Context: an optimization exercise on an open-source flow, tuned for small area. The choices shown serve that exercise and are no tape-out recipe.
In this exercise RTL edits were held to simulation tests only and were not proved equivalent to the original.
The clock port is modelled as an ideal driver, which makes a skipped or thinned clock tree look cheaper than it is; a real chip needs a root buffer or a tree.
Power and IR drop assume default switching activity.

==> flow/design.v <==
module sound_main(
	input  wire       clock,
	input  wire       reset,
	input  wire       mode_8chans,
	input  wire       mode_pan4ch,
	input  wire       mode_inv7b,
	input  wire       in_wrtoggle,
	input  wire       in_datnvol,
	input  wire [2:0] in_wraddr,
	input  wire [7:0] in_data,
	output wire       dac_clock,
	output wire       dac_leftright,
	output wire       dac_data
);
	reg [2:0] fifth;
	reg [6:0] sync;
	wire f4 = fifth[2];
	always @(posedge clock)
	if( reset )
		fifth <= 3'd0;
	else if( f4 )
		fifth <= 3'd0;
	else
		fifth <= fifth + 3'd1;
	always @(posedge clock)
	if( reset )
		sync <= 7'd0;
	else if( f4 )
		sync <= sync + 7'd1;
	assign dac_clock     = sync[0];
	assign dac_leftright = sync[6];
	wire [5:0] s   = sync[5:0];
	wire       lrp = ~sync[6];
	wire [1:0] c   = s[3:2];  
	wire [2:0] psi = {s[2]^s[0], s[1], s[0]} + fifth;
	wire ev_vol = (s[5:4]==2'd0) & (
	              (s[3:0]==4'd0  & fifth==3'd1) |
	              (s[3:0]==4'd4  & fifth==3'd4) |
	              (s[3:0]==4'd9  & fifth==3'd2) |
	              (s[3:0]==4'd14 & fifth==3'd0) );
	reg ev_vol_d, ev_dat, ev_first;
	always @(posedge clock)
	begin
		ev_vol_d <= ev_vol;
		ev_dat   <= ev_vol_d;
		ev_first <= ev_dat;
	end
	wire active = (s < 6'd18);           
	wire clr0   = (s[5:2] == 4'd0);      
	wire load_int = f4 & (&s);
	reg        p1;
	reg        pend;
	reg [47:0] rv;  
	reg [63:0] rd;  
	wire       wreq = in_wrtoggle ^ p1;
	wire       at7  = ((in_wraddr ^ psi) == 3'd7);  
	wire       land = (wreq | pend) & at7;
	always @(posedge clock)
	begin
		p1   <= in_wrtoggle;
		pend <= ~reset & (wreq | pend) & ~at7;
	end
	wire [5:0] ins_v = (land & ~in_datnvol) ? in_data[5:0] : rv[47:42];
	wire [7:0] ins_d = (land &  in_datnvol) ? in_data      : rd[63:56];
	always @(posedge clock)
	begin
		rv <= { rv[41:0], ins_v };
		rd <= { rd[55:0], ins_d };
	end
	wire       hv = c[1] & (mode_8chans | mode_pan4ch);
	wire [1:0] qv = {hv, 1'b0} + {1'b0, lrp} - {1'b0, c[1]};
	wire [1:0] qd = mode_8chans ? ( {1'b0, c[1]} + {1'b0, lrp} + 2'd1 ) :
	                mode_pan4ch ? 2'd1 :
	                              ( {1'b0, lrp} - {1'b0, c[1]} + 2'd1 );
	reg [5:0] vol_rd;
	reg [7:0] dat_rd;
	always @*
	begin
		case( qv )
		2'd0: vol_rd = rv[11:6];
		2'd1: vol_rd = rv[23:18];
		2'd2: vol_rd = rv[35:30];
		default: vol_rd = rv[47:42];
		endcase
		case( qd )
		2'd0: dat_rd = rd[15:8];
		2'd1: dat_rd = rd[31:24];
		2'd2: dat_rd = rd[47:40];
		default: dat_rd = rd[63:56];
		endcase
	end
	wire [2:0] av = { hv, lrp, c[0] };
	wire [2:0] ad = mode_8chans ? { c[1], lrp, c[0] } :
	                mode_pan4ch ? { 1'b0, c[1], c[0] } :
	                              { 1'b0, lrp, c[0] };
	wire fwd_v = pend & ~in_datnvol & (in_wraddr == av);
	wire fwd_d = pend &  in_datnvol & (in_wraddr == ad);
	reg  [5:0] vol;
	reg  [7:0] sh;
	reg  [6:0] sr;
	reg        cy;
	reg [22:0] ring;
	reg [15:0] word;
	always @(posedge clock)
	if( ev_vol )
		vol <= fwd_v ? in_data[5:0] : vol_rd;
	wire [5:0] add = sh[0] ? vol : 6'd0;
	wire [6:0] su  = sr[6:1] + add;
	wire sgn = sh[7] ^ (ev_first & ~mode_inv7b);
	always @(posedge clock)
	begin
		sr <= ev_dat ? 7'd0 : su;
		if( ev_dat )
			sh <= fwd_d ? in_data : dat_rd;
		else
			sh <= { sgn, sgn, sh[6:1] };
	end
	wire       mo = su[0] & active;
	wire       od = ring[0] & ~clr0;
	wire [1:0] ts = {1'b0, cy} + {1'b0, mo} + {1'b0, od};
	always @(posedge clock)
	begin
		ring <= { ts[0], ring[22:1] };
		cy   <= ts[1] & active & ~ev_dat;
	end
	integer m;
	always @(posedge clock)
	if( load_int )
		for( m=0; m<16; m=m+1 )
			word[m] <= ring[7 + ((16-m)%16)];
	wire [4:0] j = sync[5:1];
	assign dac_data = ( (j != 5'd0) && (j <= 5'd16) ) ? word[j[3:0]] : 1'b0;
endmodule
export LEC_CHECK = 0
export CAP_MARGIN = 20
export CORE_MARGIN = 2
export CORE_UTILIZATION = 60
export SLEW_MARGIN = 20
create_clock -name core_clock -period 5.0 [get_ports {clock}]
standard.sh (not shown) runs the stock make flow with config.mk's settings and CLKGATE_MAP_FILE= SYNTH_SCRIPT=/design/flow/synth_recipe.tcl, a recipe that flattens the netlist after the stock synthesis.
==> flow/flow/run.sh <==
#!/bin/bash
# Standard ORFS layout (standard.sh) with two changes:
#  - port buffers use the smallest buffer cell, buf_1
#  - the clock tree is built by flow/cts.tcl instead of TritonCTS: the clock
#    port drives one root clock buffer, which drives one leaf clock buffer per
#    k-means cluster of registers. The configurations below are tried from the
#    smallest up; the first whose worst register clock-pin slew (placement
#    estimate) is at most 115 ps is kept.
# Synthesis, floorplan, placement, routing and finishing are standard.sh's.
set -euo pipefail
export BUFFER_PORTS_ARGS="-buffer_cell sky130_fd_sc_hd__buf_1"
bash standard.sh place > flow_place.log 2>&1
ok=0
n=0
for cfg in \
  "12 sky130_fd_sc_hd__clkbuf_8 sky130_fd_sc_hd__clkbuf_4 sky130_fd_sc_hd__clkbuf_4 10" \
  "12 sky130_fd_sc_hd__clkbuf_8 sky130_fd_sc_hd__clkbuf_4 none 0" \
  "13 sky130_fd_sc_hd__clkbuf_8 sky130_fd_sc_hd__clkbuf_8 none 0" \
  "14 sky130_fd_sc_hd__clkbuf_8 sky130_fd_sc_hd__clkbuf_16 none 0" \
  "16 sky130_fd_sc_hd__clkbuf_8 sky130_fd_sc_hd__clkbuf_16 none 0" \
  "20 sky130_fd_sc_hd__clkbuf_8 sky130_fd_sc_hd__clkbuf_16 none 0" ; do
  n=$((n+1))
  if MYCTS_CFG="$cfg" MYCTS_MAX_SLEW=0.115 openroad -no_init -exit flow/cts.tcl > flow_cts_$n.log 2>&1; then
    ok=1
    break
  fi
done
if [ $ok = 0 ]; then
  # fall back to the standard clock tree
  export CTS_ARGS="-sink_clustering_enable -repair_clock_nets -dont_use_dummy_load -buf_list sky130_fd_sc_hd__clkbuf_8"
fi
bash standard.sh finish > flow_finish.log 2>&1
Other scripts of this flow, unchanged in this note and not shown: flow/flow/cts.tcl, flow/flow/mycts.tcl
The first run finished clean.
Rerun with:
--- a/flow/design.v
+++ b/flow/design.v
@@ -96,35 +96,29 @@
 	wire fwd_v = pend & ~in_datnvol & (in_wraddr == av);
 	wire fwd_d = pend &  in_datnvol & (in_wraddr == ad);
 	reg  [5:0] vol;
 	reg  [7:0] sh;
 	reg  [6:0] sr;
-	reg        cy;
 	reg [22:0] ring;
 	reg [15:0] word;
 	always @(posedge clock)
 	if( ev_vol )
 		vol <= fwd_v ? in_data[5:0] : vol_rd;
-	wire [5:0] add = sh[0] ? vol : 6'd0;
-	wire [6:0] su  = sr[6:1] + add;
+	wire       od  = ring[0] & ~clr0;
+	wire [5:0] add = (sh[0] & active) ? vol : 6'd0;
+	wire [6:0] su  = sr[6:1] + add + {6'd0, od};
 	wire sgn = sh[7] ^ (ev_first & ~mode_inv7b);
 	always @(posedge clock)
 	begin
-		sr <= ev_dat ? 7'd0 : su;
+		sr <= (ev_dat | ~active) ? 7'd0 : su;
 		if( ev_dat )
 			sh <= fwd_d ? in_data : dat_rd;
 		else
 			sh <= { sgn, sgn, sh[6:1] };
 	end
-	wire       mo = su[0] & active;
-	wire       od = ring[0] & ~clr0;
-	wire [1:0] ts = {1'b0, cy} + {1'b0, mo} + {1'b0, od};
 	always @(posedge clock)
-	begin
-		ring <= { ts[0], ring[22:1] };
-		cy   <= ts[1] & active & ~ev_dat;
-	end
+		ring <= { su[0], ring[22:1] };
 	integer m;
 	always @(posedge clock)
 	if( load_int )
 		for( m=0; m<16; m=m+1 )
 			word[m] <= ring[7 + ((16-m)%16)];
Effect: Hold slack gets better by 17 ps; global-route usage climbs by 0.83 points; worst setup slack gets worse by 64 ps; wire length climbs by 3.6%; total power climbs by 0.37%; sequential power hardly moves; via count drops by 1.4%; sequential share of layout area is about the same; core utilization stays flat; die area drops by 0.55%; synthesized cell count drops by 2.8%.
In every run of this note, the design's own scripts or RTL, not TritonCTS, make the clock network.

==> static timing again, ports no longer ideal <==
No port has a modelled driver above. Below, the same layouts with a new extraction and two added sets of constraints. Step 1 assumes that a clkbuf_16 drives the clock port and a buf_2 every other input. Step 2 adds t to the input delays and takes it off the output delays; t is the mean of the earliest and latest rising clock arrival at the registers after step 1. Input paths then give back, and output paths get back, about the clock's delay inside the block. Three values: ideal ports, drivers, drivers and shift; two values: the first two.
run	t (ns)	slack for setup (ns)	worst setup path after step 2	clock arrival spread, ns	worst slew at a driven data input, ns
the first run	0.568	1.726 / 1.699 / 2.015	register to register	0.032 / 0.033	0.04
the second run	0.582	1.662 / 1.634 / 1.926	register to register	0.025 / 0.024	0.04
After both steps every run listed still meets setup and hold.
